Background: an optimization exercise with open tools, aiming at small area. Do not read the settings as production practice.
Only simulation tests tie the RTL to the original design; equivalence was not proved.
No driver is modelled on the clock port, so clocking that relies on it looks cheaper here than on a real chip.
Power figures rest on the tool's default switching activity, not on a simulated workload.

run F:
## ethernet_top
module ethernet_top
  (
    input        CLK,
    input        RST_N,
    output       M_CLK,
    input        M_DATA,
    output       M_LRSEL,
    output       ETH_MDC,
    output       ETH_RSTN,
    output       ETH_TXEN,
    output [1:0] ETH_TXD
   );
export LEC_CHECK = 0
export CAP_MARGIN = 20
export CORE_MARGIN = 2
export CORE_UTILIZATION = 75
export CTS_BUF_LIST = sky130_fd_sc_hd__clkbuf_8
export CTS_CLUSTER_DIAMETER = 60
export CTS_CLUSTER_SIZE = 18
export SLEW_MARGIN = 20
export SYNTH_MEMORY_MAX_BITS = 8192
create_clock -name core_clock -period 10.0 [get_ports {CLK}]
standard.sh (not shown) runs the stock make flow with config.mk's settings and CLKGATE_MAP_FILE= SYNTH_SCRIPT=/design/flow/synth_recipe.tcl, a recipe that flattens the netlist after the stock synthesis.
==> flow/flow/run.sh <==
#!/bin/bash
# Standard ORFS layout (the standard.sh, standard synthesis unchanged) with these changes:
#  - port buffers are buf_1 cells;
#  - before clock tree synthesis, logic cells go back to drive strength 1 and are downsized
#    where slack allows (flow/pre_cts.tcl);
#  - clock tree synthesis without dummy loads: clusters of up to 20 flip-flops within 50 um,
#    each driven by a clkbuf_8, with clkbuf_4 cells above them.
# The full make output goes to standard.log here; ORFS keeps each step's log under orfs/logs.
set -euo pipefail
export CTS_ARGS="-sink_clustering_enable -repair_clock_nets -dont_use_dummy_load -sink_clustering_size 20 -sink_clustering_max_diameter 50 -buf_list sky130_fd_sc_hd__clkbuf_8 -sink_clustering_buffer sky130_fd_sc_hd__clkbuf_8 -tree_buf sky130_fd_sc_hd__clkbuf_4 -root_buf sky130_fd_sc_hd__clkbuf_4"
export BUFFER_PORTS_ARGS="-buffer_cell sky130_fd_sc_hd__buf_1"
export PRE_CTS_TCL="$PWD/flow/pre_cts.tcl"
bash standard.sh > standard.log 2>&1
==> flow/flow/pre_cts.tcl <==
# Before clock tree synthesis, with several ns of setup slack everywhere:
# logic cells that the mapper sized above drive strength 1 go back to their
# _1 variant (flip-flops, buffers and inverters are left alone), design rules
# are repaired, and cells are downsized further where slack allows.
set n_swapped 0
foreach inst [get_cells *] {
  set m [get_property $inst ref_name]
  if {[regexp {^sky130_fd_sc_hd__(\w+)_(2|4|6|8|12|16)$} $m -> fn sz]} {
    if {[regexp {^(clkbuf|buf|bufinv|inv|clkinv|clkinvlp|dfxtp|dfrtp|dfstp|edfxtp|dlygate|clkdlybuf|dly|conb|sdf|dfx|dfr|dfs|dfb|edf|dl)} $fn]} { continue }
    set target "sky130_fd_sc_hd__${fn}_1"
    if {[llength [get_lib_cells -quiet */$target]] == 0} { continue }
    replace_cell $inst $target
    incr n_swapped
  }
}
puts "pre_cts: $n_swapped cells set to drive strength 1"
estimate_parasitics -placement
repair_design
repair_timing -recover_power 100 -verbose
Edits applied to the flow inputs when going from run F to run R:
--- a/flow/design.v
+++ b/flow/design.v
@@ -52,19 +52,19 @@
    end
    reg eth_rst;
    wire u_is_8 = (q == CQ(0)) && (p == CP(8));    
    always @(posedge CLK) eth_rst <= rst | (eth_rst & ~u_is_8);
    assign ETH_RSTN = ~eth_rst;
    reg armed;
    always @(posedge CLK)
      if (eth_rst) armed <= 1'b0;
      else if (n == CP(15)) armed <= 1'b1;
-      reg mclk_d;
+   reg mclk_d;
    always @(*) begin
       case ({q, p})
         7'b0000000: mclk_d = 1'b1;
         7'b0000001: mclk_d = 1'b1;
         7'b0000011: mclk_d = 1'b1;
         7'b0000010: mclk_d = 1'b1;
         7'b0000100: mclk_d = 1'b1;
         7'b0000101: mclk_d = 1'b1;
         7'b0000111: mclk_d = 1'b1;
@@ -109,18 +109,19 @@
    assign M_CLK = mclk_d & ~eth_rst_d;
    reg xs, xp;
    wire cap = ((q == CQ(1)) && (p == CP(0))) || ((q == CQ(2)) && (p == CP(4))) ||
               ((q == CQ(3)) && (p == CP(8))) || ((q == CQ(4)) && (p == CP(12)));
    always @(posedge CLK) if (cap) xs <= M_DATA;
    always @(posedge CLK)
      if (eth_rst) xp <= 1'b0;
      else if (p == CP(0)) xp <= xs;
    wire upd  = (q != CQ(1));
+   wire comb = (g == CP(0)) && (q == CQ(1));
    wire lsb  = (p == CP(0));
    reg [31:0] ir0, ir1, ir2, ir3, ir4;
    reg [4:0]  ic;
    wire [1:0] io0 = ir0[31:30];
    wire [1:0] io1 = ir1[31:30];
    wire [1:0] io2 = ir2[31:30];
    wire [1:0] io3 = ir3[31:30];
    wire [1:0] io4 = ir4[31:30];
    wire [1:0] xa  = !upd ? 2'b00 : lsb ? {xs, 1'b1} : {xp, xp};
@@ -146,19 +147,18 @@
       else begin
          ir0 <= {ir0[29:0], s0[1:0]};
          ir1 <= {ir1[29:0], s1[1:0]};
          ir2 <= {ir2[29:0], s2[1:0]};
          ir3 <= {ir3[29:0], s3[1:0]};
          ir4 <= {ir4[29:0], comb ? 2'b00 : s4[1:0]};
          ic  <= {s4[2], s3[2], s2[2], s1[2], s0[2]};
       end
    end
-   wire comb = (g == CP(0)) && (q == CQ(1));
    reg [31:0] dr1, dr2, dr3, dr4;
    reg [4:1]  cc;
    wire [1:0] do1 = dr1[31:30];
    wire [1:0] do2 = dr2[31:30];
    wire [1:0] do3 = dr3[31:30];
    wire [1:0] do4 = dr4[31:30];
    wire [4:1] ccin = lsb ? 4'b1111 : cc;
    wire [1:0] c0 = io4;
    wire [2:0] c1 = c0      + {1'b0, ~do1} + ccin[1];
--- outcome ---
- From run F to run R the numbers moved as follows: portion of total power attributed to the clock network neither gained nor lost much, core utilization neither gained nor lost much, synthesis-to-finish area growth neither gained nor lost much, fraction of registers with async set/reset neither gained nor lost much, die area neither gained nor lost much.
- Standard cell area after detailed placement delta (run F -> run R): insignificant
- Reported for run F and run R, routed wire length turned out identical to the last digit.

port drivers added, routing unchanged:
In the flow no input, the clock included, has a driving cell. The finished layouts below were timed again as built, in two steps. Step 1 sets driving cells, clkbuf_16 on the clock port and buf_2 on the other inputs (assumed; they add their load-dependent delay and slew). Step 2 adds t to the input delays and takes it off the output delays; t is the mean of the earliest and latest rising clock arrival at the registers after step 1. Input paths then give back, and output paths get back, about the clock's delay inside the block. Three values: ideal, step 1, step 2; two values: the first two.
run	t, ns	setup WS [ns]	pins driven straight from the clock port
run F	0.752	4.706 / 4.661 / 5.413	1
run R	0.752	4.706 / 4.661 / 5.413	1
After both steps every run listed still meets setup and hold.
